From an optimization exercise on the open Yosys and OpenROAD flow, aimed at small area and a short achievable clock period; shortcuts taken in it are not production practice. Function was checked by simulation only, so behaviour that the tests miss may differ from the original. Power figures rest on the tool's default switching activity, not on a simulated workload.

### design/flow/config.mk
export PLATFORM = sky130hd
export DESIGN_NAME = CPU
export DESIGN_NICKNAME = CPU
export VERILOG_FILES = /design/flow/design.v
export SDC_FILE = /design/flow/constraint.sdc
export NUM_CORES = 4
export LEC_CHECK = 0
export CAP_MARGIN = 20
export CORE_MARGIN = 2
export CORE_UTILIZATION = 30
export PLACE_DENSITY = 0.5
export SETUP_SLACK_MARGIN = 3
export SLEW_MARGIN = 20
export SYNTH_HIERARCHICAL = 1
### design/flow/constraint.sdc
create_clock -name core_clock -period 12.0 [get_ports {clk}]
set_input_delay 2.4000 -clock core_clock [delete_from_list [all_inputs] [get_ports {clk}]]
set_output_delay 2.4000 -clock core_clock [all_outputs]
set_load 0.01 [all_outputs]
### design/flow/design.v
module addr_add(a, imm, y);
input  [31:0] a;
input  [11:0] imm;
output [31:0] y;
wire g1;
wire t2;
wire x3;
wire g7;
wire t8;
wire x9;
wire g13;
wire t14;
wire x15;
wire g19;
wire t20;
wire x21;
wire g25;
wire t26;
wire x27;
wire g31;
wire t32;
wire x33;
wire g37;
wire t38;
wire x39;
wire g43;
wire t44;
wire x45;
wire g49;
wire t50;
wire x51;
wire g55;
wire t56;
wire x57;
wire g61;
wire t62;
wire x63;
wire g67;
wire t68;
wire x69;
wire G73;
wire T75;
wire G77;
wire T79;
wire G81;
wire T83;
wire G85;
wire T87;
wire G89;
wire T91;
wire G93;
wire T95;
wire n97;
wire n99;
wire G101;
wire T103;
wire G105;
wire T107;
wire n109;
wire n111;
wire G113;
wire T115;
wire G117;
wire T119;
wire n121;
wire n123;
wire G125;
wire T127;
wire G129;
wire T131;
wire G133;
wire T135;
wire n137;
wire n139;
wire G141;
wire T143;
wire n145;
wire n147;
wire G149;
wire T151;
wire G153;
wire T155;
wire n157;
wire n159;
wire G161;
wire T163;
wire G165;
wire T167;
wire G169;
wire T171;
wire n173;
wire n175;
wire G177;
wire T179;
wire n192;
wire sn194;
wire inc196;
wire dec198;
wire incn200;
wire decn202;
wire p204;
wire p206;
wire p208;
wire p210;
wire p212;
wire p214;
wire p216;
wire p218;
wire p220;
wire n222;
wire p224;
wire p226;
wire n228;
wire p230;
wire p232;
wire n234;
wire p236;
wire p238;
wire n240;
wire p242;
wire p244;
wire n246;
wire p248;
wire p250;
wire n252;
wire p254;
wire n256;
wire p258;
wire p260;
wire p262;
wire n264;
wire p266;
wire n268;
wire p270;
wire p272;
wire n274;
wire p276;
wire p278;
wire p280;
wire n282;
wire p284;
wire p286;
wire n288;
wire p290;
wire n292;
wire p294;
wire p296;
wire p298;
wire n300;
wire p302;
wire n304;
wire p306;
wire p308;
wire p310;
wire p312;
wire p314;
wire p316;
wire p318;
wire p320;
wire p322;
wire p324;
wire n326;
wire p328;
wire p330;
wire n332;
wire p334;
wire p336;
wire n338;
wire p340;
wire p342;
wire n344;
wire p346;
wire p348;
wire n350;
wire p352;
wire p354;
wire n356;
wire p358;
wire n360;
wire p362;
wire p364;
wire p366;
wire n368;
wire p370;
wire n372;
wire p374;
wire p376;
wire n378;
wire p380;
wire p382;
wire p384;
wire n386;
wire p388;
wire p390;
wire n392;
wire p394;
wire n396;
wire p398;
wire p400;
wire p402;
wire n404;
wire p406;
wire n408;
wire p410;
wire f412;
wire n415;
wire f417;
wire n420;
wire f422;
wire n425;
wire f427;
wire n430;
wire f432;
wire n435;
wire f437;
wire n440;
wire f442;
wire n445;
wire f447;
wire n450;
wire f452;
wire n455;
wire f457;
wire n460;
wire f462;
wire n465;
wire f467;
wire n470;
wire f472;
wire n475;
wire f477;
wire n480;
wire f482;
wire n485;
wire f487;
wire n490;
wire f492;
wire n495;
wire f497;
wire n500;
wire f502;
wire n505;
wire f507;
c_nand2 u4(a[0], imm[0], g1);
c_nor2 u5(a[0], imm[0], t2);
c_xor2 u6(a[0], imm[0], x3);
c_nand2 u10(a[1], imm[1], g7);
c_nor2 u11(a[1], imm[1], t8);
c_xor2 u12(a[1], imm[1], x9);
c_nand2 u16(a[2], imm[2], g13);
c_nor2 u17(a[2], imm[2], t14);
c_xor2 u18(a[2], imm[2], x15);
c_nand2 u22(a[3], imm[3], g19);
c_nor2 u23(a[3], imm[3], t20);
c_xor2 u24(a[3], imm[3], x21);
c_nand2 u28(a[4], imm[4], g25);
c_nor2 u29(a[4], imm[4], t26);
c_xor2 u30(a[4], imm[4], x27);
c_nand2 u34(a[5], imm[5], g31);
c_nor2 u35(a[5], imm[5], t32);
c_xor2 u36(a[5], imm[5], x33);
c_nand2 u40(a[6], imm[6], g37);
c_nor2 u41(a[6], imm[6], t38);
c_xor2 u42(a[6], imm[6], x39);
c_nand2 u46(a[7], imm[7], g43);
c_nor2 u47(a[7], imm[7], t44);
c_xor2 u48(a[7], imm[7], x45);
c_nand2 u52(a[8], imm[8], g49);
c_nor2 u53(a[8], imm[8], t50);
c_xor2 u54(a[8], imm[8], x51);
c_nand2 u58(a[9], imm[9], g55);
c_nor2 u59(a[9], imm[9], t56);
c_xor2 u60(a[9], imm[9], x57);
c_nand2 u64(a[10], imm[10], g61);
c_nor2 u65(a[10], imm[10], t62);
c_xor2 u66(a[10], imm[10], x63);
c_nand2 u70(a[11], imm[11], g67);
c_nor2 u71(a[11], imm[11], t68);
c_xor2 u72(a[11], imm[11], x69);
c_oai21 u74(t8, g1, g7, G73);
c_nor2 u76(t8, t2, T75);
c_oai21 u78(t20, g13, g19, G77);
c_nor2 u80(t20, t14, T79);
c_oai21 u82(t32, g25, g31, G81);
c_nor2 u84(t32, t26, T83);
c_oai21 u86(t44, g37, g43, G85);
c_nor2 u88(t44, t38, T87);
c_oai21 u90(t56, g49, g55, G89);
c_nor2 u92(t56, t50, T91);
c_oai21 u94(t68, g61, g67, G93);
c_nor2 u96(t68, t62, T95);
c_inv u98(G73, n97);
c_inv u100(T75, n99);
c_oai21 u102(t14, n97, g13, G101);
c_nor2 u104(t14, n99, T103);
c_aoi21 u106(T79, G73, G77, G105);
c_nand2 u108(T79, T75, T107);
c_inv u110(G81, n109);
c_inv u112(T83, n111);
c_oai21 u114(t38, n109, g37, G113);
c_nor2 u116(t38, n111, T115);
c_aoi21 u118(T87, G81, G85, G117);
c_nand2 u120(T87, T83, T119);
c_inv u122(G89, n121);
c_inv u124(T91, n123);
c_oai21 u126(t62, n121, g61, G125);
c_nor2 u128(t62, n123, T127);
c_aoi21 u130(T95, G89, G93, G129);
c_nand2 u132(T95, T91, T131);
c_oai21 u134(t26, G105, g25, G133);
c_nor2 u136(t26, T107, T135);
c_inv u138(G105, n137);
c_inv u140(T107, n139);
c_aoi21 u142(T83, n137, G81, G141);
c_nand2 u144(T83, n139, T143);
c_inv u146(G105, n145);
c_inv u148(T107, n147);
c_aoi21 u150(T115, n145, G113, G149);
c_nand2 u152(T115, n147, T151);
c_oai21 u154(T119, G105, G117, G153);
c_nor2 u156(T119, T107, T155);
c_inv u158(G153, n157);
c_inv u160(T155, n159);
c_oai21 u162(t50, n157, g49, G161);
c_nor2 u164(t50, n159, T163);
c_aoi21 u166(T91, G153, G89, G165);
c_nand2 u168(T91, T155, T167);
c_aoi21 u170(T127, G153, G125, G169);
c_nand2 u172(T127, T155, T171);
c_inv u174(G153, n173);
c_inv u176(T155, n175);
c_oai21 u178(T131, n173, G129, G177);
c_nor2 u180(T131, n175, T179);
assign y[0] = x3;
c_xnor2 u181(x9, g1, y[1]);
c_xor2 u182(x15, G73, y[2]);
c_xor2 u183(x21, G101, y[3]);
c_xnor2 u184(x27, G105, y[4]);
c_xor2 u185(x33, G133, y[5]);
c_xnor2 u186(x39, G141, y[6]);
c_xnor2 u187(x45, G149, y[7]);
c_xor2 u188(x51, G153, y[8]);
c_xor2 u189(x57, G161, y[9]);
c_xnor2 u190(x63, G165, y[10]);
c_xnor2 u191(x69, G169, y[11]);
c_inv u193(G177, n192);
c_inv u195(imm[11], sn194);
c_nor2 u197(n192, imm[11], inc196);
c_nor2 u199(G177, sn194, dec198);
c_inv u201(inc196, incn200);
c_inv u203(dec198, decn202);
c_nand2 u205(a[13], a[12], p204);
c_nand2 u207(a[15], a[14], p206);
c_nand2 u209(a[17], a[16], p208);
c_nand2 u211(a[19], a[18], p210);
c_nand2 u213(a[21], a[20], p212);
c_nand2 u215(a[23], a[22], p214);
c_nand2 u217(a[25], a[24], p216);
c_nand2 u219(a[27], a[26], p218);
c_nand2 u221(a[29], a[28], p220);
c_inv u223(p204, n222);
c_nand2 u225(a[14], n222, p224);
c_nor2 u227(p206, p204, p226);
c_inv u229(p208, n228);
c_nand2 u231(a[18], n228, p230);
c_nor2 u233(p210, p208, p232);
c_inv u235(p212, n234);
c_nand2 u237(a[22], n234, p236);
c_nor2 u239(p214, p212, p238);
c_inv u241(p216, n240);
c_nand2 u243(a[26], n240, p242);
c_nor2 u245(p218, p216, p244);
c_inv u247(p220, n246);
c_nand2 u249(a[30], n246, p248);
c_nand2 u251(a[16], p226, p250);
c_inv u253(p226, n252);
c_nor2 u255(p208, n252, p254);
c_inv u257(p226, n256);
c_nor2 u259(p230, n256, p258);
c_nand2 u261(p232, p226, p260);
c_nand2 u263(a[24], p238, p262);
c_inv u265(p238, n264);
c_nor2 u267(p216, n264, p266);
c_inv u269(p238, n268);
c_nor2 u271(p242, n268, p270);
c_nand2 u273(p244, p238, p272);
c_inv u275(p260, n274);
c_nand2 u277(a[20], n274, p276);
c_nor2 u279(p212, p260, p278);
c_nor2 u281(p236, p260, p280);
c_inv u283(p260, n282);
c_nand2 u285(p238, n282, p284);
c_nor2 u287(p262, p260, p286);
c_inv u289(p260, n288);
c_nand2 u291(p266, n288, p290);
c_inv u293(p260, n292);
c_nand2 u295(p270, n292, p294);
c_nor2 u297(p272, p260, p296);
c_nand2 u299(a[28], p296, p298);
c_inv u301(p296, n300);
c_nor2 u303(p220, n300, p302);
c_inv u305(p296, n304);
c_nor2 u307(p248, n304, p306);
c_nor2 u309(a[13], a[12], p308);
c_nor2 u311(a[15], a[14], p310);
c_nor2 u313(a[17], a[16], p312);
c_nor2 u315(a[19], a[18], p314);
c_nor2 u317(a[21], a[20], p316);
c_nor2 u319(a[23], a[22], p318);
c_nor2 u321(a[25], a[24], p320);
c_nor2 u323(a[27], a[26], p322);
c_nor2 u325(a[29], a[28], p324);
c_inv u327(p308, n326);
c_nor2 u329(a[14], n326, p328);
c_nand2 u331(p310, p308, p330);
c_inv u333(p312, n332);
c_nor2 u335(a[18], n332, p334);
c_nand2 u337(p314, p312, p336);
c_inv u339(p316, n338);
c_nor2 u341(a[22], n338, p340);
c_nand2 u343(p318, p316, p342);
c_inv u345(p320, n344);
c_nor2 u347(a[26], n344, p346);
c_nand2 u349(p322, p320, p348);
c_inv u351(p324, n350);
c_nor2 u353(a[30], n350, p352);
c_nor2 u355(a[16], p330, p354);
c_inv u357(p330, n356);
c_nand2 u359(p312, n356, p358);
c_inv u361(p330, n360);
c_nand2 u363(p334, n360, p362);
c_nor2 u365(p336, p330, p364);
c_nor2 u367(a[24], p342, p366);
c_inv u369(p342, n368);
c_nand2 u371(p320, n368, p370);
c_inv u373(p342, n372);
c_nand2 u375(p346, n372, p374);
c_nor2 u377(p348, p342, p376);
c_inv u379(p364, n378);
c_nor2 u381(a[20], n378, p380);
c_nand2 u383(p316, p364, p382);
c_nand2 u385(p340, p364, p384);
c_inv u387(p364, n386);
c_nor2 u389(p342, n386, p388);
c_nand2 u391(p366, p364, p390);
c_inv u393(p364, n392);
c_nor2 u395(p370, n392, p394);
c_inv u397(p364, n396);
c_nor2 u399(p374, n396, p398);
c_nand2 u401(p376, p364, p400);
c_nor2 u403(a[28], p400, p402);
c_inv u405(p400, n404);
c_nand2 u407(p324, n404, p406);
c_inv u409(p400, n408);
c_nand2 u411(p352, n408, p410);
c_nor2 u413(inc196, dec198, f412);
c_xnor2 u414(a[12], f412, y[12]);
c_inv u416(a[12], n415);
c_aoi22 u418(inc196, a[12], dec198, n415, f417);
c_xnor2 u419(a[13], f417, y[13]);
c_inv u421(p308, n420);
c_oai22 u423(p204, incn200, n420, decn202, f422);
c_xor2 u424(a[14], f422, y[14]);
c_inv u426(p328, n425);
c_oai22 u428(p224, incn200, n425, decn202, f427);
c_xor2 u429(a[15], f427, y[15]);
c_inv u431(p330, n430);
c_aoi22 u433(inc196, p226, dec198, n430, f432);
c_xnor2 u434(a[16], f432, y[16]);
c_inv u436(p354, n435);
c_oai22 u438(p250, incn200, n435, decn202, f437);
c_xor2 u439(a[17], f437, y[17]);
c_inv u441(p358, n440);
c_aoi22 u443(inc196, p254, dec198, n440, f442);
c_xnor2 u444(a[18], f442, y[18]);
c_inv u446(p362, n445);
c_aoi22 u448(inc196, p258, dec198, n445, f447);
c_xnor2 u449(a[19], f447, y[19]);
c_inv u451(p364, n450);
c_oai22 u453(p260, incn200, n450, decn202, f452);
c_xor2 u454(a[20], f452, y[20]);
c_inv u456(p380, n455);
c_oai22 u458(p276, incn200, n455, decn202, f457);
c_xor2 u459(a[21], f457, y[21]);
c_inv u461(p382, n460);
c_aoi22 u463(inc196, p278, dec198, n460, f462);
c_xnor2 u464(a[22], f462, y[22]);
c_inv u466(p384, n465);
c_aoi22 u468(inc196, p280, dec198, n465, f467);
c_xnor2 u469(a[23], f467, y[23]);
c_inv u471(p388, n470);
c_oai22 u473(p284, incn200, n470, decn202, f472);
c_xor2 u474(a[24], f472, y[24]);
c_inv u476(p390, n475);
c_aoi22 u478(inc196, p286, dec198, n475, f477);
c_xnor2 u479(a[25], f477, y[25]);
c_inv u481(p394, n480);
c_oai22 u483(p290, incn200, n480, decn202, f482);
c_xor2 u484(a[26], f482, y[26]);
c_inv u486(p398, n485);
c_oai22 u488(p294, incn200, n485, decn202, f487);
c_xor2 u489(a[27], f487, y[27]);
c_inv u491(p400, n490);
c_aoi22 u493(inc196, p296, dec198, n490, f492);
c_xnor2 u494(a[28], f492, y[28]);
c_inv u496(p402, n495);
c_oai22 u498(p298, incn200, n495, decn202, f497);
c_xor2 u499(a[29], f497, y[29]);
c_inv u501(p406, n500);
c_aoi22 u503(inc196, p302, dec198, n500, f502);
c_xnor2 u504(a[30], f502, y[30]);
c_inv u506(p410, n505);
c_aoi22 u508(inc196, p306, dec198, n505, f507);
c_xnor2 u509(a[31], f507, y[31]);
endmodule
module c_inv(a, y);             input a; output y;             assign y = ~a; endmodule
module c_nand2(a, b, y);        input a, b; output y;          assign y = ~(a & b); endmodule
module c_nor2(a, b, y);         input a, b; output y;          assign y = ~(a | b); endmodule
module c_xor2(a, b, y);         input a, b; output y;          assign y = a ^ b; endmodule
module c_xnor2(a, b, y);        input a, b; output y;          assign y = ~(a ^ b); endmodule
module c_aoi21(a, b, c, y);     input a, b, c; output y;       assign y = ~((a & b) | c); endmodule
module c_oai21(a, b, c, y);     input a, b, c; output y;       assign y = ~((a | b) & c); endmodule
module c_aoi22(a, b, c, d, y);  input a, b, c, d; output y;    assign y = ~((a & b) | (c & d)); endmodule
module c_oai22(a, b, c, d, y);  input a, b, c, d; output y;    assign y = ~((a | b) & (c | d)); endmodule
module c_mxi2(a, b, s, y);      input a, b, s; output y;       assign y = ~(s ? b : a); endmodule
module c_mx4(a, b, c, d, s0, s1, y); input a, b, c, d, s0, s1; output y; assign y = s1 ? (s0 ? d : c) : (s0 ? b : a); endmodule
module CPU(clk,rst,data_out,instr_out,instr_read,data_read,instr_addr,data_addr,data_write,data_in);
input             clk;
input             rst;
input      [31:0] data_out;
input      [31:0] instr_out;
output            instr_read;
output     [31:0] instr_addr;
output            data_read;
output     [31:0] data_addr;
output     [3:0]  data_write;
output     [31:0] data_in;
assign instr_read = 1'b1;
wire [31:0] ins = instr_out;
wire [6:0]  op  = ins[6:0];
wire [2:0]  f3  = ins[14:12];
wire [4:0]  rd  = ins[11:7];
wire [4:0]  rs1 = ins[19:15];
wire [4:0]  rs2 = ins[24:20];
wire is_lui   = (op == 7'b0110111);
wire is_auipc = (op == 7'b0010111);
wire is_jal   = (op == 7'b1101111);
wire is_jalr  = (op == 7'b1100111);
wire is_br    = (op == 7'b1100011);
wire is_ld    = (op == 7'b0000011);
wire is_st    = (op == 7'b0100011);
wire is_opi   = (op == 7'b0010011);
wire is_op    = (op == 7'b0110011);
wire [31:0] imm_i = {{20{ins[31]}}, ins[31:20]};
wire [31:0] imm_s = {{20{ins[31]}}, ins[31:25], ins[11:7]};
wire [31:0] imm_b = {{20{ins[31]}}, ins[7], ins[30:25], ins[11:8], 1'b0};
wire [31:0] imm_u = {ins[31:12], 12'b0};
wire [31:0] imm_j = {{12{ins[31]}}, ins[19:12], ins[20], ins[30:21], 1'b0};
reg  [31:0] pc;
reg  [31:0] rf [1:31];    
reg  [31:1] valid;        
assign instr_addr = pc;
integer i;
reg [30:0] sel1, sel2;
always @(*) begin
    for (i = 1; i < 32; i = i + 1) begin
        sel1[i-1] = valid[i] & (rs1 == i);
        sel2[i-1] = valid[i] & (rs2 == i);
    end
end
wire [31:0] r1, r2;
genvar gb, ge;
generate for (gb = 0; gb < 32; gb = gb + 1) begin : rdbit
    wire [30:0] col;
    for (ge = 1; ge < 32; ge = ge + 1) begin : ent
        assign col[ge-1] = rf[ge][gb];
    end
    rdmux m1(.sel(sel1), .d(col), .y(r1[gb]));
    rdmux m2(.sel(sel2), .d(col), .y(r2[gb]));
end endgenerate
wire [31:0] addr;
addr_add u_addr(.a(r1), .imm(is_st ? {ins[31:25], ins[11:7]} : ins[31:20]), .y(addr));
assign data_addr = addr;
wire [1:0] idx = addr[1:0];
wire [31:0] pc_rel;                      
add32s u_pcrel(.a(pc), .b(is_jal ? imm_j : (is_br ? imm_b : imm_u)), .y(pc_rel));
wire [31:0] pc4;
inc30 u_pc4(.a(pc[31:2]), .y(pc4[31:2]));
assign pc4[1:0] = pc[1:0];
wire [31:0] b   = is_opi ? imm_i : r2;
wire        sub = is_br | (f3 != 3'd0) | (is_op & ins[30]);
wire [31:0] alu;
wire        lt, ltu, eq;
alu u_alu(.a(r1), .b(b), .sub(sub), .f3(f3), .arith(ins[30]),
          .y(alu), .lt(lt), .ltu(ltu), .eq(eq));
reg cond;
always @(*) begin
    case (f3)
        3'd0: cond = eq;
        3'd1: cond = ~eq;
        3'd4: cond = lt;
        3'd5: cond = ~lt;
        3'd6: cond = ltu;
        3'd7: cond = ~ltu;
        default: cond = 1'b0;
    endcase
end
wire take = is_jal | is_jalr | (is_br & cond);
wire [31:0] target = is_jalr ? addr : pc_rel;
always @(posedge clk or posedge rst) begin
    if (rst) pc <= 32'd0;
    else     pc <= take ? target : pc4;
end
assign data_read = is_ld;
reg [3:0] strobe;
always @(*) begin
    strobe = 4'd0;
    if (is_st) begin
        case (f3)
            3'd0: strobe = 4'd1 << idx;
            3'd1: strobe = (idx == 2'd0) ? 4'b0011 : 4'b1100;
            3'd2: strobe = 4'b1111;
            default: strobe = 4'd0;
        endcase
    end
end
assign data_write = strobe;
assign data_in[7:0]   = r2[7:0];
assign data_in[15:8]  = (f3[1] | f3[0]) ? r2[15:8] : r2[7:0];
assign data_in[23:16] = f3[1] ? r2[23:16] : r2[7:0];
assign data_in[31:24] = f3[1] ? r2[31:24] : (f3[0] ? r2[15:8] : r2[7:0]);
wire [31:0] ldata;
ldalign u_ld(.d(data_out), .idx(idx), .f3(f3), .y(ldata));
wire we = is_op | is_opi | is_ld | is_auipc | is_lui | is_jal | is_jalr;
reg [31:0] wd;
always @(*) begin
    if (is_ld)                 wd = ldata;
    else if (is_jal | is_jalr) wd = pc4;
    else if (is_lui)           wd = imm_u;
    else if (is_auipc)         wd = pc_rel;
    else                       wd = alu;
end
always @(posedge clk) begin
    for (i = 1; i < 32; i = i + 1)
        if (we && rd == i) rf[i] <= wd;
end
always @(posedge clk or posedge rst) begin
    if (rst) valid <= 31'd0;
    else begin
        for (i = 1; i < 32; i = i + 1)
            if (we && rd == i) valid[i] <= 1'b1;
    end
end
endmodule
module alu(a, b, sub, f3, arith, y, lt, ltu, eq);
input  [31:0] a, b;
input         sub;
input  [2:0]  f3;
input         arith;
output reg [31:0] y;
output        lt, ltu, eq;
wire [32:0] as  = {1'b0, a} + {1'b0, b ^ {32{sub}}} + {32'd0, sub};
wire [31:0] sum = as[31:0];
assign ltu = ~as[32];
assign lt  = (a[31] ^ b[31]) ? a[31] : sum[31];
assign eq  = (sum == 32'd0);
wire [31:0] shn;
shifter u_sh(.a(a), .shamt(b[4:0]), .left(~f3[2]), .arith(arith), .yn(shn));
wire [31:0] sh = ~shn;
always @(*) begin
    case (f3)
        3'd0: y = sum;
        3'd1: y = sh;
        3'd2: y = {31'd0, lt};
        3'd3: y = {31'd0, ltu};
        3'd4: y = a ^ b;
        3'd5: y = sh;
        3'd6: y = a | b;
        default: y = a & b;
    endcase
end
endmodule
module shifter(a, shamt, left, arith, yn);
input  [31:0] a;
input  [4:0]  shamt;
input         left, arith;
output [31:0] yn;   
wire fill  = arith & a[31] & ~left;
wire filln = ~fill;
wire [31:0] xn, l2n, l4n, r;
genvar i;
generate for (i = 0; i < 32; i = i + 1) begin : g
    c_mxi2 rin(.a(a[i]), .b(a[31-i]), .s(left), .y(xn[i]));
    c_mx4  s01(.a(xn[i]),
               .b(i + 1 < 32 ? xn[i+1] : filln),
               .c(i + 2 < 32 ? xn[i+2] : filln),
               .d(i + 3 < 32 ? xn[i+3] : filln),
               .s0(shamt[0]), .s1(shamt[1]), .y(l2n[i]));
    c_mx4  s23(.a(l2n[i]),
               .b(i + 4  < 32 ? l2n[i+4]  : filln),
               .c(i + 8  < 32 ? l2n[i+8]  : filln),
               .d(i + 12 < 32 ? l2n[i+12] : filln),
               .s0(shamt[2]), .s1(shamt[3]), .y(l4n[i]));
    c_mxi2 s4(.a(l4n[i]), .b(i + 16 < 32 ? l4n[i+16] : filln), .s(shamt[4]), .y(r[i]));
    c_mxi2 rout(.a(r[i]), .b(r[31-i]), .s(left), .y(yn[i]));
end endgenerate
endmodule
module add32s(a, b, y);
input  [31:0] a, b;
output [31:0] y;
assign y = a + b;
endmodule
module inc30(a, y);
input  [29:0] a;
output [29:0] y;
assign y = a + 30'd1;
endmodule
module ldalign(d, idx, f3, y);
input  [31:0] d;
input  [1:0]  idx;
input  [2:0]  f3;
output reg [31:0] y;
reg [7:0]  lbyte;
reg [15:0] lhalf;
always @(*) begin
    case (idx)
        2'd0: lbyte = d[7:0];
        2'd1: lbyte = d[15:8];
        2'd2: lbyte = d[23:16];
        default: lbyte = d[31:24];
    endcase
    lhalf = (idx == 2'd0) ? d[15:0] : d[31:16];
    case (f3)
        3'd0: y = {{24{lbyte[7]}}, lbyte};
        3'd4: y = {24'd0, lbyte};
        3'd1: y = {{16{lhalf[15]}}, lhalf};
        3'd5: y = {16'd0, lhalf};
        3'd2: y = d;
        default: y = 32'd0;
    endcase
end
endmodule
module rdmux(sel, d, y);
input  [30:0] sel;
input  [30:0] d;
output        y;
wire [10:0] n;
genvar k;
generate for (k = 0; k < 10; k = k + 1) begin : grp
    aoi3 u(.a0(sel[3*k]), .b0(d[3*k]), .a1(sel[3*k+1]), .b1(d[3*k+1]),
           .a2(sel[3*k+2]), .b2(d[3*k+2]), .y(n[k]));
end endgenerate
assign n[10] = ~(sel[30] & d[30]);
assign y = ~(&n);
endmodule
module aoi3(a0, b0, a1, b1, a2, b2, y);
input a0, b0, a1, b1, a2, b2;
output y;
assign y = ~((a0 & b0) | (a1 & b1) | (a2 & b2));
endmodule
### design/flow/run.sh
#!/bin/bash
# synth_recipe.tcl (not shown) runs the flow's synth.tcl, then flattens the netlist and writes it again
# the make line also repeats each setting of config.mk as NAME=value (left out here)
make -C /OpenROAD-flow-scripts/flow DESIGN_CONFIG=/design/flow/config.mk WORK_HOME=/design/flow/orfs CLKGATE_MAP_FILE= SYNTH_SCRIPT=/design/flow/synth_recipe.tcl finish
==> out/results.tsv, run 1 <==
stage	metric	value	unit
timing	worst_pin_slew	1.17	ns
worst_setup_path	cpMaxStageDelayCell	a2111o_1	
placed_design	hpwl	184000	µm
logic_synthesis	synth.most_common_cell	edfxtp_1	
run_status	status	finished clean	
worst_setup_path	path_class	in2out	
layout	seqCellArea	31400	µm²
logic_synthesis	synthDistinctLibCells	103	
global_routing	grt_pass1_vias	44238	
layout	multi_input_area	24400	µm²
logic_synthesis	synth_edf_count	992	
drt	drt_iter0_drc	10850	
timing	fin_crit_sh	0.767	
placed_design	port_buffers	166	
clock_network	numCtsBuffers	113	
logic_synthesis	synth_top_cell_area_share	0.538	
pwr	total_leakage_power	24.2	nW
worst_setup_path	startpoint_type	primary input	
clock_network	clk_pin_slew_worst_paths	0.06	ns
timing	period_needed	9.20	ns
drt	wirelength	282000	µm
placed_design	dp_worst_setup_slack	0.906	ns
logic_synthesis	ys_warn_count	10	
logic_synthesis	synth_top_cells_by_count	992 x edfxtp_1, 661 x a222oi_1, 275 x nand2_1	
worst_setup_path	crit_path_end	data_addr[21]	
timing	hold_viol	0	
drt	dr.pass1.iters	13	
timing	finalWorstSetupSlack	2.80	ns
layout	final_layout_size_suffix_gt1_frac	0.226	
worst_setup_path	r2r-end	pc[21]$_DFF_PP0_	
logic_synthesis	synth_area_leaders	edfxtp_1 54%, a222oi_1 12%, ha_1 2.9%, mux4_2 2.9%, dfrtp_1 2.8%	
clock_network	cts_hold_buf	0	
worst_setup_path	critPathLaunch	instr_out[16]	
worst_setup_path	critPathTopFamily	compound AO/OA/AOI/OAI gates	
layout	area_growth	23.3	%
logic_synthesis	syn_area_per_cell	13.5	µm²
drt	wl_per_cell	38.9	µm
placed_design	place_congestion	1.03	
logic_synthesis	synth-seq-area-share	0.567	
logic_synthesis	async_reset_ff_frac	0.0597	
floorplan	die_w	433	µm
logic_synthesis	synthFlopType	edfxtp_1	
flow_run	cap_violations	0	
timing	slew_headroom	0.223	
clock_network	htreeDepth	3	
layout	fillers	17654	
worst_setup_path	reg2regPathDepth	25	
timing	report.final.slew_viol_count	0	
layout	layout.nets	4881	
global_routing	overflow	0	
pwr	irDropWorstVdd	0.121	mV
worst_setup_path	cp-end-kind	output port	
global_routing	grt_pass1_wl	373000	µm
worst_setup_path	r2r_slack	4.61	ns
timing	setup_viol	0	
worst_setup_path	critPathArrivalTime	6.80	ns
floorplan	coreArea	183000	µm²
worst_setup_path	required	9.60	ns
logic_synthesis	syn_inst	4105	
drt	vias	48183	
clock_network	clockBufferDepth	3	
clock_network	cts_tree	yes	
floorplan	start_util	0.302	
worst_setup_path	path_depth	18	
clock_network	cts_root_buf	clkbuf_16	
placed_design	placed_cells	6837	
floorplan	rows	157	
drt	ant_nets	0	
timing	finClkSkew	0.0675	ns
global_routing	antenna_found_initial	32	
layout	instances_no_fill	7260	
drt	route.detailed.drc	0	
floorplan	die_area	188000	µm²
logic_synthesis	netlist_area	55300	µm²
pwr	p_per_area	145	nW/µm²
worst_setup_path	rr_startpoint	valid[30]$_DFFE_PP0P_	
global_routing	grt_max_degree	56	
min_path	hold_path_class	reg2reg	
floorplan	die_h	433	µm
logic_synthesis	yosysTopAreaCell	edfxtp_1	
worst_setup_path	crit_chain	buf_6 > nor2_4 > buf_4 > and3_4 > buf_4 > a222oi_1 > nand4_1 > a2111o_1 > nor2_2 > o21ai_2 > a21oi_2 > o21ai_4 > nor2_4 > buf_6 > inv_6 > o22ai_2 > xor2_2 > buf_2	
clock_network	clkSinkCount	1055	
timing	clock.fmax	0.109	GHz
worst_setup_path	crit_path_max_fanout	12	
floorplan	ios	168	
drt	viasPerCell	6.64	
worst_setup_path	critical_path_buf_inv_count	6	
worst_setup_path	max_stage_delay	0.67	ns
timing	rsz0062_at_grt	yes	
clock_network	clkLatencyLatePin	0.80	ns
logic_synthesis	synth-seq-cells	1055	
timing	setup_tns	0	ns
global_routing	gr-usage-all-layers	0.285	
==> state kept, by name, summed over array words and instances (netlist names) <==
name   count
rf       992
pc        32
valid     31
==> report_power, final <==
part / internal [W] / switching (W) / total (W)
clock: 0.00199 / 0.00157 / 0.00355
combinational: 0.000721 / 0.00132 / 0.00204
sequential: 0.00416 / 0.000123 / 0.00428
==> metrics by stage <==
stage                     cell area [µm²]  hold WS [ns]  power [W]  utilization
after global placement              61800         0.463    0.00624        0.338
after detailed placement            61800         0.460    0.00622        0.338
final                               68200         0.511    0.00987        0.373
after CTS                           66900         0.508    0.00976        0.366
after global routing                68200         0.513     0.0101        0.373
after floorplan                     55300         0.433    0.00534            -
==> Yosys stat by module, one instance, submodules excluded, a selection <==
module   cells inside  area [µm²]  flip-flops and latches  times used
ldalign            96         774                       0           1
alu               685        4470                       0           1
c_oai22             1        6.26                       0           9
rdmux               4        27.5                       0          64
c_nor2              1        3.75                       0          58
add32s            241        1740                       0           1
aoi3                1        10.0                       0         640
c_xnor2             1        8.76                       0          17
shifter             1        7.51                       0           1
c_aoi22             1        12.5                       0          10
==> worst register-to-register path, stage by stage, from the launching register on <==
cell      delay [ns]
dfrtp_1         0.56
and3_4          0.38
buf_4           0.26
a222oi_1        0.47
nand4_1         0.29
a2111o_2        0.64
mux2_2          0.35
xor2_1          0.17
ha_2            0.32
or2_2           0.33
o211a_4         0.19
o311ai_4        0.22
nand2_2         0.13
a221o_1         0.37
a211o_4         0.38
or3_1           0.38
nand3_1         0.11
nand4_1         0.12
nor4_2          0.35
xor2_1          0.19
a22oi_1         0.12
buf_4           0.17
a21oi_4         0.13
buf_4           0.14
buf_12          0.18
mux2_1          0.36
==> timing repair <==
item / CTS / global route
buffers inserted: 73 / 86
endpoints found under the setup margin: 991 / 155
resized for setup: 262 / 145
cloned: 23 / 13
pin swaps: 65 / 124
==> logic make-up (layout without fill, tap and decap cells) <==
kind of cell             count (synthesis)  count (layout)  share of synthesized area
AO/OA/AOI/OAI                         1245            1245                      0.199
XOR/XNOR                               160             160                     0.0253
adder cells (fa/ha/maj)                132             132                     0.0301
buffers and inverters                  287             932                     0.0220
flip-flops                            1055            1055                      0.567
multiplexers                           306             306                     0.0736
other                                    2              17                   0.000136
AND/OR/NAND/NOR                        918             949                     0.0833
==> metal layers <==
metal,vias to the layer above,track usage,part of all wire,routed length [µm]
met2,3711,0.416,0.42,119000
met5,-,0,0.00045,127
li1,19184,-,-,-
met3,684,0.0866,0.13,37600
met4,18,0.152,0.063,17800
met1,24586,0.377,0.38,107000
==> area by class of cell <==
type | instances | share of cell area
diodes | 15 | 0.000550
clock buffers | 147 | 0.0439
clock inverters | 66 | 0.0103
inverters | 155 | 0.00869
multi-input cells | 2794 | 0.358
flip-flops and latches | 1055 | 0.460
well taps | 2464 | 0.0452
repair buffers | 563 | 0.0734
repair inverters | 1 | 0.000128
==> placed cells by master, fill, tap and decap left out, types with 59 or more instances in the layout <==
master | synthesis | final
clkdlybuf4s50_1 | 0 | 129
nand4_1 | 157 | 157
a21oi_1 | 75 | 70
ha_1 | 130 | 124
inv_1 | 154 | 149
a222oi_1 | 661 | 661
dfrtp_1 | 63 | 63
buf_4 | 19 | 357
and3_4 | 0 | 62
xor2_1 | 94 | 79
edfxtp_1 | 992 | 992
o21ai_0 | 102 | 102
clkbuf_16 | 0 | 114
mux4_2 | 71 | 71
a21o_1 | 59 | 59
nor2_1 | 223 | 172
mux2i_1 | 139 | 138
mux2_2 | 66 | 66
nand2_1 | 275 | 272
==> worst min-delay path by stage <==
| stage | start | endpoint | depth (start not counted) |
|---|---|---|---|
| after floorplan | valid[12]$_DFFE_PP0P_ | valid[12]$_DFFE_PP0P_ | 1 |
| after global placement | valid[2]$_DFFE_PP0P_ | valid[2]$_DFFE_PP0P_ | 1 |
| after detailed placement | valid[2]$_DFFE_PP0P_ | valid[2]$_DFFE_PP0P_ | 1 |
| after CTS | valid[8]$_DFFE_PP0P_ | valid[8]$_DFFE_PP0P_ | 1 |
| after global routing | valid[8]$_DFFE_PP0P_ | valid[8]$_DFFE_PP0P_ | 1 |
| final | valid[5]$_DFFE_PP0P_ | valid[5]$_DFFE_PP0P_ | 1 |
==> inputs of run 2 (changes only) <==
--- a/design/flow/config.mk
+++ b/design/flow/config.mk
@@ -10,4 +10,5 @@
 export CORE_UTILIZATION = 30
+export CTS_BUF_LIST = sky130_fd_sc_hd__clkbuf_8
 export PLACE_DENSITY = 0.5
-export SETUP_SLACK_MARGIN = 3
+export SETUP_SLACK_MARGIN = 4.5
 export SLEW_MARGIN = 20
==> out/results.tsv, run 2 <==
stage	metric	value	unit	change
clock_network	htreeDepth	4		+1
floorplan	die_w	433	µm	unchanged
pwr	p_total	0.0103	W	+4.0%
global_routing	grt_max_degree	64		+14%
timing	slew_headroom	0.117		-0.107
logic_synthesis	synthAdderAreaFrac	0.0301		unchanged
clock_network	clockBufferDepth	3		unchanged
timing	clock.fmax	0.112	GHz	+2.8%
timing	fin_hold_ws	0.546	ns	+0.0357 ns
run_status	status	finished clean		
drt	wirelength	318000	µm	+13%
logic_synthesis	synth_top_cell_area_share	0.538		unchanged
timing	rsz0062_at_grt	yes		
clock_network	clk_pin_slew_worst_paths	0.07	ns	about the same
clock_network	cts_root_buf	clkbuf_8		
logic_synthesis	synthXorXnorAreaFrac	0.0253		unchanged
logic_synthesis	yosysTopAreaCell	edfxtp_1		
drt	route.detailed.drc	0		unchanged
timing	setup_tns	0	ns	unchanged
placed_design	placed_cell_area	61700	µm²	-0.16%
timing	setup_viol	0		unchanged
timing	report.final.slew_viol_count	0		unchanged
timing	fin_crit_sh	0.746		-0.0208
logic_synthesis	synth_mux_area_frac	0.0736		unchanged
floorplan	coreArea	183000	µm²	unchanged
layout	final_common_cell	edfxtp_1		
layout	final_cell_mix	992 x edfxtp_1, 661 x a222oi_1, 476 x buf_4, 254 x nand2_1, 196 x inv_1		
layout	layout.nets	5408		+11%
logic_synthesis	synth_edf_count	992		unchanged
placed_design	port_buffers	166		unchanged
min_path	hold_path_class	reg2reg		
layout	largest_reg_flops	992		unchanged
flow_run	cap_violations	0		unchanged
timing	finClkSkew	0.113	ns	+0.0451 ns
logic_synthesis	synth_compound_area_frac	0.199		unchanged
global_routing	overflow	0		unchanged
floorplan	ios	168		unchanged
worst_setup_path	crit_path_max_fanout	8		-4
pwr	p_per_area	133	nW/µm²	-7.9%
global_routing	antenna_found_initial	37		+16%
clock_network	cts_tree	yes		
global_routing	gr-usage-all-layers	0.312		+0.0267
drt	dr.pass1.iters	15		+2
layout	final_layout_size_suffix_gt1_frac	0.361		+0.135
clock_network	clkLatencyLatePin	1.01	ns	+0.21 ns
worst_setup_path	path_class	in2out		
logic_synthesis	synth_area_leaders	edfxtp_1 54%, a222oi_1 12%, ha_1 2.9%, mux4_2 2.9%, dfrtp_1 2.8%		
floorplan	die_h	433	µm	unchanged
pwr	irDropWorstVdd	0.109	mV	-9.8%
drt	viasPerCell	6.82		+2.8%
pwr	total_leakage_power	28.0	nW	+16%
layout	regMostFlops	rf		
drt	vias	53421		+11%
logic_synthesis	synth-seq-cells	1055		unchanged
floorplan	start_util	0.302		unchanged
timing	worst_pin_slew	1.32	ns	+0.160 ns
worst_setup_path	required	9.60	ns	about the same
drt	drt_iter0_drc	13771		+27%
logic_synthesis	netlist_area	55300	µm²	unchanged
worst_setup_path	critPathArrivalTime	6.55	ns	-0.25 ns
timing	period_needed	8.95	ns	-0.249 ns
layout	design_area	77000	µm²	+13%
logic_synthesis	synthFlopType	edfxtp_1		
logic_synthesis	synth_top_cells_by_count	992 x edfxtp_1, 661 x a222oi_1, 275 x nand2_1		
logic_synthesis	yosys.area_share.simple	0.0833		unchanged
worst_setup_path	cp-end-kind	output port		
clock_network	numCtsBuffers	173		+53%
placed_design	hpwl	168000	µm	-8.5%
logic_synthesis	async_reset_ff_frac	0.0597		unchanged
layout	reg_top3	rf: 992 flops, pc: 32 flops, valid: 31 flops		
logic_synthesis	syn_inst	4105		unchanged
clock_network	clkSinkCount	1055		unchanged
logic_synthesis	synth_top_family_by_area	compound AO/OA/AOI/OAI gates		
global_routing	grt_pass1_vias	47913		+8.3%
logic_synthesis	synth-seq-area-share	0.567		unchanged
floorplan	die_area	188000	µm²	unchanged
drt	ant_nets	0		unchanged
global_routing	grt_pass1_wl	404000	µm	+8.4%
placed_design	place_congestion	0.978		-4.7%
logic_synthesis	synth.most_common_cell	edfxtp_1		
logic_synthesis	syn_area_per_cell	13.5	µm²	unchanged
logic_synthesis	synthDistinctLibCells	103		unchanged
worst_setup_path	startpoint_type	primary input		
timing	hold_viol	0		unchanged
drt	wl_per_cell	40.6	µm	+4.5%
layout	area_growth	39.2	%	
logic_synthesis	ys_warn_count	10		unchanged
floorplan	rows	157		unchanged
## run 2: cell counts after synthesis
Identical to the previous run, type by type.
## run 2: final cells by class
type,instances,area (µm²)
inverter,155,597
antenna,29,72.6
multi-input combinational,2847,27800
timing repair inverter,1,7.51
clock buffer,176,2420
clock inverter,125,885
sequential,1055,31400
timing repair buffer,977,10800
fill,16693,106000
tap,2464,3080
## run 2: Yosys stat by module (local to each module, per instance), a selection
module    times used  cells  flip-flops and latches
ldalign            1     96                       0
addr_add           1      1                       0
shifter            1      1                       0
CPU                1   1691                    1055
c_nor2            58      1                       0
c_inv             62      1                       0
c_oai21           13      1                       0
rdmux             64      4                       0
c_xor2            26      1                       0
c_oai22            9      1                       0
c_nand2           51      1                       0
inc30              1     81                       0
add32s             1    241                       0
c_aoi22           10      1                       0
alu                1    685                       0
c_mxi2            96      1                       0
## run 2: what timing repair did
item | 4_1_cts | 5_1_grt
pin swaps | 345 | 237
endpoints found under the setup margin | 1092 | 1092
hold buffers | 0 | 0
gates resized for setup | 1011 | 382
setup buffers | 460 | 156
cloned | 92 | 44
## run 2: per-layer routing
| layer | GRT usage | up-vias | wire length, µm |
|---|---|---|---|
| met3 | 0.123 | 1400 | 48900 |
| met5 | 0.0260 | - | 830 |
| li1 | - | 20401 | - |
| met1 | 0.379 | 26517 | 108000 |
| met2 | 0.446 | 5069 | 130000 |
| met4 | 0.220 | 34 | 31000 |
## run 2: critical path, stage by stage
cell	delay (ns)
buf_16	0.13
and2_4	0.17
buf_4	0.14
and3_4	0.22
buf_12	0.16
a222oi_1	0.53
nand4_1	0.62
a2111o_2	0.75
buf_6	0.18
nor2_1	0.08
nand2_1	0.10
nor2_4	0.13
buf_4	0.12
nand2_2	0.08
nor2_1	0.11
inv_1	0.09
o22ai_4	0.14
xor2_2	0.20
buf_2	0.16
## run 2: final timing paths
kind	start	endpoint	slack [ns]	cells past startpoint
max in group asynchronous	rst	pc[27]$_DFF_PP0_	9.24	3
worst min register to register	valid[10]$_DFFE_PP0P_	valid[10]$_DFFE_PP0P_	0.55	1
min in group asynchronous	rst	valid[8]$_DFFE_PP0P_	2.10	3
worst min-delay path	valid[10]$_DFFE_PP0P_	valid[10]$_DFFE_PP0P_	0.55	1
worst max-delay path	instr_out[17]	data_addr[29]	3.05	19
worst max register to register	valid[25]$_DFFE_PP0P_	pc[1]$_DFFE_PP0N_	4.61	26
## run 2: logic make-up (layout without fill, tap and decap cells)
| logic type | count (synthesis) | in the layout |
|---|---|---|
| compound gates | 1245 | 1255 |
| xor+xnor | 160 | 160 |
| fa+ha+maj | 132 | 132 |
| buf+inv | 287 | 1434 |
| flops | 1055 | 1055 |
| mux | 306 | 311 |
| other cells | 2 | 31 |
| simple gates | 918 | 987 |
## run 2: where the power goes
group	switching [W]	internal [W]	leakage, nW
Combinational	0.00168	0.00116	16.3
Sequential	0.000133	0.00415	9.91
Clock	0.00158	0.00156	1.86
## run 2: through the flow
step	cells	worst slack, ns	utilization
floorplan	4105	3.78	-
global placement	6741	1.09	0.337
detailed placement	6741	1.03	0.337
CTS	7594	3.41	0.397
global route	7812	3.02	0.420
finish	7829	3.05	0.421
==> inputs of run 3 (changes only) <==
--- a/design/flow/design.v
+++ b/design/flow/design.v
@@ -526,2 +526,419 @@
 module c_mx4(a, b, c, d, s0, s1, y); input a, b, c, d, s0, s1; output y; assign y = s1 ? (s0 ? d : c) : (s0 ? b : a); endmodule
+module c_nand3(a, b, c, y);     input a, b, c; output y;       assign y = ~(a & b & c); endmodule
+module c_nand4(a, b, c, d, y);  input a, b, c, d; output y;    assign y = ~(a & b & c & d); endmodule
+module c_or3(a, b, c, y);       input a, b, c; output y;       assign y = a | b | c; endmodule
+module add32s(a, b, y);
+input  [31:0] a, b;
+output [31:0] y;
+wire g1;
+wire t2;
+wire x3;
+wire g7;
+wire t8;
+wire x9;
+wire g13;
+wire t14;
+wire x15;
+wire g19;
+wire t20;
+wire x21;
+wire g25;
+wire t26;
+wire x27;
+wire g31;
+wire t32;
+wire x33;
+wire g37;
+wire t38;
+wire x39;
+wire g43;
+wire t44;
+wire x45;
+wire g49;
+wire t50;
+wire x51;
+wire g55;
+wire t56;
+wire x57;
+wire g61;
+wire t62;
+wire x63;
+wire g67;
+wire t68;
+wire x69;
+wire g73;
+wire t74;
+wire x75;
+wire g79;
+wire t80;
+wire x81;
+wire g85;
+wire t86;
+wire x87;
+wire g91;
+wire t92;
+wire x93;
+wire g97;
+wire t98;
+wire x99;
+wire g103;
+wire t104;
+wire x105;
+wire g109;
+wire t110;
+wire x111;
+wire g115;
+wire t116;
+wire x117;
+wire g121;
+wire t122;
+wire x123;
+wire g127;
+wire t128;
+wire x129;
+wire g133;
+wire t134;
+wire x135;
+wire g139;
+wire t140;
+wire x141;
+wire g145;
+wire t146;
+wire x147;
+wire g151;
+wire t152;
+wire x153;
+wire g157;
+wire t158;
+wire x159;
+wire g163;
+wire t164;
+wire x165;
+wire g169;
+wire t170;
+wire x171;
+wire g175;
+wire t176;
+wire x177;
+wire g181;
+wire t182;
+wire x183;
+wire g187;
+wire t188;
+wire x189;
+wire G193;
+wire G195;
+wire T197;
+wire G199;
+wire T201;
+wire G203;
+wire T205;
+wire G207;
+wire T209;
+wire G211;
+wire T213;
+wire G215;
+wire T217;
+wire G219;
+wire T221;
+wire G223;
+wire T225;
+wire G227;
+wire T229;
+wire G231;
+wire T233;
+wire G235;
+wire T237;
+wire G239;
+wire T241;
+wire G243;
+wire T245;
+wire G247;
+wire T249;
+wire G251;
+wire T253;
+wire G255;
+wire G257;
+wire T259;
+wire G261;
+wire T263;
+wire G265;
+wire T267;
+wire G269;
+wire T271;
+wire G273;
+wire T275;
+wire G277;
+wire T279;
+wire G281;
+wire T283;
+wire G285;
+wire G287;
+wire T289;
+wire G291;
+wire T293;
+wire G295;
+wire T297;
+wire G299;
+wire G301;
+wire T303;
+wire G305;
+wire n307;
+wire G309;
+wire n311;
+wire G313;
+wire G315;
+wire G317;
+wire n319;
+wire G321;
+wire G323;
+wire G325;
+wire n327;
+wire G329;
+wire G331;
+wire n333;
+wire G335;
+wire G337;
+wire n339;
+wire G341;
+wire G343;
+wire G345;
+wire n347;
+wire G349;
+wire G351;
+wire n353;
+wire G355;
+wire G357;
+wire G359;
+wire G361;
+wire n363;
+wire G365;
+wire G367;
+wire G369;
+wire G371;
+wire n373;
+wire G375;
+wire G377;
+c_nand2 u4(a[0], b[0], g1);
+c_nor2 u5(a[0], b[0], t2);
+c_xor2 u6(a[0], b[0], x3);
+c_nand2 u10(a[1], b[1], g7);
+c_nor2 u11(a[1], b[1], t8);
+c_xor2 u12(a[1], b[1], x9);
+c_nand2 u16(a[2], b[2], g13);
+c_nor2 u17(a[2], b[2], t14);
+c_xor2 u18(a[2], b[2], x15);
+c_nand2 u22(a[3], b[3], g19);
+c_nor2 u23(a[3], b[3], t20);
+c_xor2 u24(a[3], b[3], x21);
+c_nand2 u28(a[4], b[4], g25);
+c_nor2 u29(a[4], b[4], t26);
+c_xor2 u30(a[4], b[4], x27);
+c_nand2 u34(a[5], b[5], g31);
+c_nor2 u35(a[5], b[5], t32);
+c_xor2 u36(a[5], b[5], x33);
+c_nand2 u40(a[6], b[6], g37);
+c_nor2 u41(a[6], b[6], t38);
+c_xor2 u42(a[6], b[6], x39);
+c_nand2 u46(a[7], b[7], g43);
+c_nor2 u47(a[7], b[7], t44);
+c_xor2 u48(a[7], b[7], x45);
+c_nand2 u52(a[8], b[8], g49);
+c_nor2 u53(a[8], b[8], t50);
+c_xor2 u54(a[8], b[8], x51);
+c_nand2 u58(a[9], b[9], g55);
+c_nor2 u59(a[9], b[9], t56);
+c_xor2 u60(a[9], b[9], x57);
+c_nand2 u64(a[10], b[10], g61);
+c_nor2 u65(a[10], b[10], t62);
+c_xor2 u66(a[10], b[10], x63);
+c_nand2 u70(a[11], b[11], g67);
+c_nor2 u71(a[11], b[11], t68);
+c_xor2 u72(a[11], b[11], x69);
+c_nand2 u76(a[12], b[12], g73);
+c_nor2 u77(a[12], b[12], t74);
+c_xor2 u78(a[12], b[12], x75);
+c_nand2 u82(a[13], b[13], g79);
+c_nor2 u83(a[13], b[13], t80);
+c_xor2 u84(a[13], b[13], x81);
+c_nand2 u88(a[14], b[14], g85);
+c_nor2 u89(a[14], b[14], t86);
+c_xor2 u90(a[14], b[14], x87);
+c_nand2 u94(a[15], b[15], g91);
+c_nor2 u95(a[15], b[15], t92);
+c_xor2 u96(a[15], b[15], x93);
+c_nand2 u100(a[16], b[16], g97);
+c_nor2 u101(a[16], b[16], t98);
+c_xor2 u102(a[16], b[16], x99);
+c_nand2 u106(a[17], b[17], g103);
+c_nor2 u107(a[17], b[17], t104);
+c_xor2 u108(a[17], b[17], x105);
+c_nand2 u112(a[18], b[18], g109);
+c_nor2 u113(a[18], b[18], t110);
+c_xor2 u114(a[18], b[18], x111);
+c_nand2 u118(a[19], b[19], g115);
+c_nor2 u119(a[19], b[19], t116);
+c_xor2 u120(a[19], b[19], x117);
+c_nand2 u124(a[20], b[20], g121);
+c_nor2 u125(a[20], b[20], t122);
+c_xor2 u126(a[20], b[20], x123);
+c_nand2 u130(a[21], b[21], g127);
+c_nor2 u131(a[21], b[21], t128);
+c_xor2 u132(a[21], b[21], x129);
+c_nand2 u136(a[22], b[22], g133);
+c_nor2 u137(a[22], b[22], t134);
+c_xor2 u138(a[22], b[22], x135);
+c_nand2 u142(a[23], b[23], g139);
+c_nor2 u143(a[23], b[23], t140);
+c_xor2 u144(a[23], b[23], x141);
+c_nand2 u148(a[24], b[24], g145);
+c_nor2 u149(a[24], b[24], t146);
+c_xor2 u150(a[24], b[24], x147);
+c_nand2 u154(a[25], b[25], g151);
+c_nor2 u155(a[25], b[25], t152);
+c_xor2 u156(a[25], b[25], x153);
+c_nand2 u160(a[26], b[26], g157);
+c_nor2 u161(a[26], b[26], t158);
+c_xor2 u162(a[26], b[26], x159);
+c_nand2 u166(a[27], b[27], g163);
+c_nor2 u167(a[27], b[27], t164);
+c_xor2 u168(a[27], b[27], x165);
+c_nand2 u172(a[28], b[28], g169);
+c_nor2 u173(a[28], b[28], t170);
+c_xor2 u174(a[28], b[28], x171);
+c_nand2 u178(a[29], b[29], g175);
+c_nor2 u179(a[29], b[29], t176);
+c_xor2 u180(a[29], b[29], x177);
+c_nand2 u184(a[30], b[30], g181);
+c_nor2 u185(a[30], b[30], t182);
+c_xor2 u186(a[30], b[30], x183);
+c_nand2 u190(a[31], b[31], g187);
+c_nor2 u191(a[31], b[31], t188);
+c_xor2 u192(a[31], b[31], x189);
+c_oai21 u194(t8, g1, g7, G193);
+c_oai21 u196(t20, g13, g19, G195);
+c_nor2 u198(t20, t14, T197);
+c_oai21 u200(t32, g25, g31, G199);
+c_nor2 u202(t32, t26, T201);
+c_oai21 u204(t44, g37, g43, G203);
+c_nor2 u206(t44, t38, T205);
+c_oai21 u208(t56, g49, g55, G207);
+c_nor2 u210(t56, t50, T209);
+c_oai21 u212(t68, g61, g67, G211);
+c_nor2 u214(t68, t62, T213);
+c_oai21 u216(t80, g73, g79, G215);
+c_nor2 u218(t80, t74, T217);
+c_oai21 u220(t92, g85, g91, G219);
+c_nor2 u222(t92, t86, T221);
+c_oai21 u224(t104, g97, g103, G223);
+c_nor2 u226(t104, t98, T225);
+c_oai21 u228(t116, g109, g115, G227);
+c_nor2 u230(t116, t110, T229);
+c_oai21 u232(t128, g121, g127, G231);
+c_nor2 u234(t128, t122, T233);
+c_oai21 u236(t140, g133, g139, G235);
+c_nor2 u238(t140, t134, T237);
+c_oai21 u240(t152, g145, g151, G239);
+c_nor2 u242(t152, t146, T241);
+c_oai21 u244(t164, g157, g163, G243);
+c_nor2 u246(t164, t158, T245);
+c_oai21 u248(t176, g169, g175, G247);
+c_nor2 u250(t176, t170, T249);
+c_oai21 u252(t188, g181, g187, G251);
+c_nor2 u254(t188, t182, T253);
+c_aoi21 u256(T197, G193, G195, G255);
+c_aoi21 u258(T205, G199, G203, G257);
+c_nand2 u260(T205, T201, T259);
+c_aoi21 u262(T213, G207, G211, G261);
+c_nand2 u264(T213, T209, T263);
+c_aoi21 u266(T221, G215, G219, G265);
+c_nand2 u268(T221, T217, T267);
+c_aoi21 u270(T229, G223, G227, G269);
+c_nand2 u272(T229, T225, T271);
+c_aoi21 u274(T237, G231, G235, G273);
+c_nand2 u276(T237, T233, T275);
+c_aoi21 u278(T245, G239, G243, G277);
+c_nand2 u280(T245, T241, T279);
+c_aoi21 u282(T253, G247, G251, G281);
+c_nand2 u284(T253, T249, T283);
+c_oai21 u286(T259, G255, G257, G285);
+c_oai21 u288(T267, G261, G265, G287);
+c_nor2 u290(T267, T263, T289);
+c_oai21 u292(T275, G269, G273, G291);
+c_nor2 u294(T275, T271, T293);
+c_oai21 u296(T283, G277, G281, G295);
+c_nor2 u298(T283, T279, T297);
+c_aoi21 u300(T289, G285, G287, G299);
+c_aoi21 u302(T297, G291, G295, G301);
+c_nand2 u304(T297, T293, T303);
+c_oai21 u306(T303, G299, G301, G305);
+c_inv u308(G299, n307);
+c_aoi21 u310(T293, n307, G291, G309);
+c_inv u312(G285, n311);
+c_oai21 u314(T263, n311, G261, G313);
+c_oai21 u316(T271, G299, G269, G315);
+c_oai21 u318(T279, G309, G277, G317);
+c_inv u320(G255, n319);
+c_aoi21 u322(T201, n319, G199, G321);
+c_aoi21 u324(T209, G285, G207, G323);
+c_aoi21 u326(T217, G313, G215, G325);
+c_inv u328(G299, n327);
+c_aoi21 u330(T225, n327, G223, G329);
+c_aoi21 u332(T233, G315, G231, G331);
+c_inv u334(G309, n333);
+c_aoi21 u336(T241, n333, G239, G335);
+c_aoi21 u338(T249, G317, G247, G337);
+c_inv u340(G193, n339);
+c_oai21 u342(t14, n339, g13, G341);
+c_oai21 u344(t26, G255, g25, G343);
+c_oai21 u346(t38, G321, g37, G345);
+c_inv u348(G285, n347);
+c_oai21 u350(t50, n347, g49, G349);
+c_oai21 u352(t62, G323, g61, G351);
+c_inv u354(G313, n353);
+c_oai21 u356(t74, n353, g73, G355);
+c_oai21 u358(t86, G325, g85, G357);
+c_oai21 u360(t98, G299, g97, G359);
+c_oai21 u362(t110, G329, g109, G361);
+c_inv u364(G315, n363);
+c_oai21 u366(t122, n363, g121, G365);
+c_oai21 u368(t134, G331, g133, G367);
+c_oai21 u370(t146, G309, g145, G369);
+c_oai21 u372(t158, G335, g157, G371);
+c_inv u374(G317, n373);
+c_oai21 u376(t170, n373, g169, G375);
+c_oai21 u378(t182, G337, g181, G377);
+assign y[0] = x3;
+c_xnor2 u379(x9, g1, y[1]);
+c_xor2 u380(x15, G193, y[2]);
+c_xor2 u381(x21, G341, y[3]);
+c_xnor2 u382(x27, G255, y[4]);
+c_xor2 u383(x33, G343, y[5]);
+c_xnor2 u384(x39, G321, y[6]);
+c_xor2 u385(x45, G345, y[7]);
+c_xor2 u386(x51, G285, y[8]);
+c_xor2 u387(x57, G349, y[9]);
+c_xnor2 u388(x63, G323, y[10]);
+c_xor2 u389(x69, G351, y[11]);
+c_xor2 u390(x75, G313, y[12]);
+c_xor2 u391(x81, G355, y[13]);
+c_xnor2 u392(x87, G325, y[14]);
+c_xor2 u393(x93, G357, y[15]);
+c_xnor2 u394(x99, G299, y[16]);
+c_xor2 u395(x105, G359, y[17]);
+c_xnor2 u396(x111, G329, y[18]);
+c_xor2 u397(x117, G361, y[19]);
+c_xor2 u398(x123, G315, y[20]);
+c_xor2 u399(x129, G365, y[21]);
+c_xnor2 u400(x135, G331, y[22]);
+c_xor2 u401(x141, G367, y[23]);
+c_xnor2 u402(x147, G309, y[24]);
+c_xor2 u403(x153, G369, y[25]);
+c_xnor2 u404(x159, G335, y[26]);
+c_xor2 u405(x165, G371, y[27]);
+c_xor2 u406(x171, G317, y[28]);
+c_xor2 u407(x177, G375, y[29]);
+c_xnor2 u408(x183, G337, y[30]);
+c_xor2 u409(x189, G377, y[31]);
+endmodule
 module CPU(clk,rst,data_out,instr_out,instr_read,data_read,instr_addr,data_addr,data_write,data_in);
@@ -589,8 +1006,9 @@
 assign pc4[1:0] = pc[1:0];
-wire [31:0] b   = is_opi ? imm_i : r2;
-wire        sub = is_br | (f3 != 3'd0) | (is_op & ins[30]);
+wire        eq, lt, ltu, lti, ltiu;
+brcmp  u_cmp(.a(r1), .b(r2), .eq(eq), .lt(lt), .ltu(ltu));
+immcmp u_icmp(.a(r1), .imm(ins[31:20]), .lt(lti), .ltu(ltiu));
 wire [31:0] alu;
-wire        lt, ltu, eq;
-alu u_alu(.a(r1), .b(b), .sub(sub), .f3(f3), .arith(ins[30]),
-          .y(alu), .lt(lt), .ltu(ltu), .eq(eq));
+alu u_alu(.a(r1), .r2(r2), .imm(imm_i), .addi(addr), .isimm(is_opi),
+          .sub(is_op & ins[30]), .f3(f3), .arith(ins[30]),
+          .lt(is_opi ? lti : lt), .ltu(is_opi ? ltiu : ltu), .y(alu));
 reg cond;
@@ -654,14 +1072,10 @@
 endmodule
-module alu(a, b, sub, f3, arith, y, lt, ltu, eq);
-input  [31:0] a, b;
-input         sub;
+module alu(a, r2, imm, addi, isimm, sub, f3, arith, lt, ltu, y);
+input  [31:0] a, r2, imm, addi;
+input         isimm, sub;
 input  [2:0]  f3;
-input         arith;
+input         arith, lt, ltu;
 output reg [31:0] y;
-output        lt, ltu, eq;
-wire [32:0] as  = {1'b0, a} + {1'b0, b ^ {32{sub}}} + {32'd0, sub};
-wire [31:0] sum = as[31:0];
-assign ltu = ~as[32];
-assign lt  = (a[31] ^ b[31]) ? a[31] : sum[31];
-assign eq  = (sum == 32'd0);
+wire [31:0] b   = isimm ? imm : r2;
+wire [31:0] sum = a + (r2 ^ {32{sub}}) + {31'd0, sub};
 wire [31:0] shn;
@@ -671,3 +1085,3 @@
     case (f3)
-        3'd0: y = sum;
+        3'd0: y = isimm ? addi : sum;
         3'd1: y = sh;
@@ -682,2 +1096,21 @@
 endmodule
+module brcmp(a, b, eq, lt, ltu);
+input  [31:0] a, b;
+output        eq, lt, ltu;
+assign eq  = (a == b);
+assign ltu = (a < b);
+assign lt  = (a[31] ^ b[31]) ? a[31] : ltu;
+endmodule
+module immcmp(a, imm, lt, ltu);
+input  [31:0] a;
+input  [11:0] imm;
+output        lt, ltu;
+wire s     = imm[11];
+wire ones  = &a[30:11];
+wire zeros = ~|a[30:11];
+wire lo    = (a[10:0] < imm[10:0]);
+wire hi_eq = s ? (a[31] & ones) : (~a[31] & zeros);
+assign lt  = s ? (a[31] & (~ones | lo)) : (a[31] | (zeros & lo));
+assign ltu = s ? (~(a[31] & ones) | lo) : (~a[31] & zeros & lo);
+endmodule
 module shifter(a, shamt, left, arith, yn);
@@ -707,7 +1140,2 @@
 endmodule
-module add32s(a, b, y);
-input  [31:0] a, b;
-output [31:0] y;
-assign y = a + b;
-endmodule
 module inc30(a, y);
@@ -747,2 +1175,3 @@
 wire [10:0] n;
+wire [2:0]  x;
 genvar k;
@@ -752,4 +1181,7 @@
 end endgenerate
-assign n[10] = ~(sel[30] & d[30]);
-assign y = ~(&n);
+c_nand2 u10(.a(sel[30]), .b(d[30]), .y(n[10]));
+c_nand4 c0(.a(n[0]), .b(n[1]), .c(n[2]), .d(n[3]), .y(x[0]));
+c_nand4 c1(.a(n[4]), .b(n[5]), .c(n[6]), .d(n[7]), .y(x[1]));
+c_nand3 c2(.a(n[8]), .b(n[9]), .c(n[10]), .y(x[2]));
+c_or3   c3(.a(x[0]), .b(x[1]), .c(x[2]), .y(y));
 endmodule
--- a/design/flow/config.mk
+++ b/design/flow/config.mk
@@ -10,5 +10,4 @@
 export CORE_UTILIZATION = 30
-export CTS_BUF_LIST = sky130_fd_sc_hd__clkbuf_8
 export PLACE_DENSITY = 0.5
-export SETUP_SLACK_MARGIN = 4.5
+export SETUP_SLACK_MARGIN = 3
 export SLEW_MARGIN = 20
==> out/results.tsv, run 3 <==
stage	metric	value	unit	change
logic_synthesis	yosys.area_share.simple	0.0976		+0.0143
timing	finClkSkew	0.0997	ns	-0.0129 ns
worst_setup_path	critPathLaunch	instr_out[15]		
logic_synthesis	syn_area_per_cell	12.9	µm²	-4.3%
global_routing	grt_pass1_vias	45305		-5.4%
logic_synthesis	async_reset_ff_frac	0.0597		unchanged
timing	setup_tns	0	ns	unchanged
logic_synthesis	yosysTopAreaCell	edfxtp_1		
pwr	p_per_area	144	nW/µm²	+7.9%
layout	final_layout_size_suffix_gt1_frac	0.196		-0.165
clock_network	clk_pin_slew_worst_paths	0.06	ns	about the same
worst_setup_path	cp-end-kind	output port		
clock_network	cts_tree	yes		
logic_synthesis	synth-seq-area-share	0.555		-0.0120
layout	final_cell_mix	992 x edfxtp_1, 656 x a222oi_1, 327 x buf_4, 289 x nand2_1, 215 x nor2_1		
layout	regMostFlops	rf		
pwr	irDropWorstVdd	0.122	mV	+11%
layout	area_growth	21.8	%	
drt	drt_iter0_drc	11541		-16%
worst_setup_path	reg2regPathDepth	21		-19%
logic_synthesis	synth-seq-cells	1055		unchanged
logic_synthesis	synth_mux_area_frac	0.0742		+0.000588
clock_network	cts_root_buf	clkbuf_16		
worst_setup_path	startpoint_type	primary input		
worst_setup_path	cpMaxStageDelayCell	or3_4		
logic_synthesis	synth_edf_count	992		unchanged
floorplan	die_h	438	µm	+1.1%
worst_setup_path	crit_chain	buf_2 > buf_6 > nand2_1 > nor2_4 > and3_4 > buf_4 > a222oi_1 > nand4_1 > or3_4 > buf_6 > nand2_1 > o21ai_1 > a21oi_2 > o21ai_4 > nor2_4 > inv_4 > o22ai_1 > xor2_1 > buf_4 > clkdlybuf4s50_1		
logic_synthesis	synthFlopType	edfxtp_1		
placed_design	port_buffers	166		unchanged
pwr	total_leakage_power	24.2	nW	-14%
layout	reg_top3	rf: 992 flops, pc: 32 flops, valid: 31 flops		
worst_setup_path	required	9.60	ns	about the same
timing	slew_headroom	0.165		+0.0486
timing	rsz0062_at_grt	yes		
min_path	hold-path-cell-count	1		unchanged
worst_setup_path	max_stage_delay	0.61	ns	-0.14 ns
min_path	hold_path_class	reg2reg		
floorplan	die_area	192000	µm²	+2.1%
drt	wirelength	273000	µm	-14%
placed_design	hpwl	188000	µm	+12%
logic_synthesis	synth_area_leaders	edfxtp_1 53%, a222oi_1 12%, ha_1 3.1%, mux4_2 2.8%, mux2i_1 2.8%		
floorplan	start_util	0.302		-0.000579
logic_synthesis	syn_inst	4383		+6.8%
logic_synthesis	synth_top_cells_by_count	992 x edfxtp_1, 656 x a222oi_1, 292 x nand2_1		
worst_setup_path	r2r_slack	4.69	ns	+0.08 ns
drt	vias	48761		-8.7%
run_status	status	finished clean		
worst_setup_path	critPathTopFamily	simple AND/OR/NAND/NOR gates		
worst_setup_path	critPathArrivalTime	6.92	ns	+0.37 ns
logic_synthesis	ys_warn_count	10		unchanged
timing	worst_pin_slew	1.25	ns	-0.0771 ns
floorplan	ios	168		unchanged
drt	wl_per_cell	36.3	µm	-11%
floorplan	coreArea	187000	µm²	+2.4%
logic_synthesis	synthDistinctLibCells	100		-2.9%
flow_run	cap_violations	0		unchanged
drt	dr.pass1.iters	14		-1
logic_synthesis	synth.most_common_cell	edfxtp_1		
logic_synthesis	synth_compound_area_frac	0.186		-0.0130
timing	setup_viol	0		unchanged
worst_setup_path	path_class	in2out		
logic_synthesis	netlist_area	56500	µm²	+2.2%
global_routing	overflow	0		unchanged
drt	route.detailed.drc	0		unchanged
placed_design	dp_worst_setup_slack	0.561	ns	-0.468 ns
drt	ant_nets	0		unchanged
global_routing	antenna_found_initial	28		-24%
timing	hold_viol	0		unchanged
floorplan	die_w	438	µm	+1.1%
worst_setup_path	crit_path_max_fanout	10		+2
==> run 3: cell families (layout without fill, tap and decap cells) <==
logic type,Yosys count,count (layout)
simple gates,1097,1104
buf+inv,352,967
compound gates,1230,1230
mux,319,319
other cells,2,32
xor+xnor,185,185
fa+ha+maj,143,143
flops,1055,1055
==> run 3: per-module statistics from Yosys (local to each module, per instance), a selection <==
module    copies in the design  cells
c_mxi2                      96      1
c_xnor2                     28      1
c_nand4                    128      1
c_nor2                     104      1
c_xor2                      78      1
c_oai21                     49      1
c_nand2                    152      1
ldalign                      1     96
addr_add                     1      1
inc30                        1     81
aoi3                       640      1
c_aoi21                     23      1
immcmp                       1     55
==> run 3: layer usage <==
layer / GRT usage / wire (µm) / vias up
met5: 0.00174 / 133 / -
met4: 0.165 / 20100 / 14
met3: 0.0557 / 31800 / 610
met2: 0.422 / 120000 / 3840
met1: 0.351 / 101000 / 24464
li1: - / - / 19833
==> run 3: worst max-delay path by stage <==
stage | end | slack (ns) | depth (start not counted)
after global placement | data_addr[21] | 0.82 | 18
after CTS | data_addr[21] | 2.91 | 19
final | data_addr[15] | 2.68 | 20
after floorplan | data_addr[26] | 3.01 | 18
after detailed placement | data_addr[21] | 0.56 | 18
after global routing | data_addr[14] | 2.72 | 19
==> run 3: what timing repair did <==
action / CTS / global route
setup buffers: 85 / 8
hold buffers: 0 / 0
endpoints found under the setup margin: 1089 / 465
gates cloned: 8 / 0
gates resized for setup: 200 / 44
pin swaps: 72 / 27
==> run 3: layout make-up <==
| type | count | area (µm²) |
|---|---|---|
| Multi-Input combinational cell | 2984 | 24800 |
| Fill cell | 18138 | 119000 |
| Clock buffer | 141 | 3010 |
| Tap cell | 2495 | 3120 |
| Sequential cell | 1055 | 31400 |
| Inverter | 216 | 826 |
| Clock inverter | 75 | 773 |
| Antenna cell | 29 | 72.6 |
| Timing Repair Buffer | 535 | 4840 |
==> run 3: power breakdown <==
part | switching, W | internal, W | total [W] | leakage [nW]
clock network | 0.00155 | 0.00204 | 0.00359 | 1.85
logic | 0.00132 | 0.000716 | 0.00203 | 12.4
registers | 0.000143 | 0.00413 | 0.00427 | 9.96
total | 0.00301 | 0.00689 | 0.00990 | 24.2
==> run 3: per-stage QoR <==
stage	cells	utilization	power (W)	area (µm²)	hold slack, ns
detailed placement	7183	0.339	0.00628	63500	0.470
floorplan	4384	-	0.00526	56600	0.449
global placement	7183	0.339	0.00628	63500	0.467
finish	7530	0.367	0.00990	68800	0.499
global route	7512	0.367	0.0101	68800	0.508
CTS	7492	0.366	0.00985	68600	0.494

==> what the ideal ports hide <==
Ports are ideal in the flow. The routed layouts listed here were re-timed in OpenROAD. Step 1, drivers: a clkbuf_16 drives clk and a buf_2 each remaining input, both assumed. Step 2, shift: input delay + t, output delay - t, t = (earliest + latest rising clock arrival at the registers) / 2. This alone moves slack from input paths to output paths. Three values: ideal ports, drivers, drivers and shift; two values: the first two.
run | t, ns | setup WS [ns]
run 1 | 0.851 | 2.797 / 2.715 / 2.112
run 2 | 1.030 | 3.046 / 2.845 / 2.388
run 3 | 0.837 | 2.676 / 2.636 / 2.045
After both steps setup and hold are still met in every run listed.
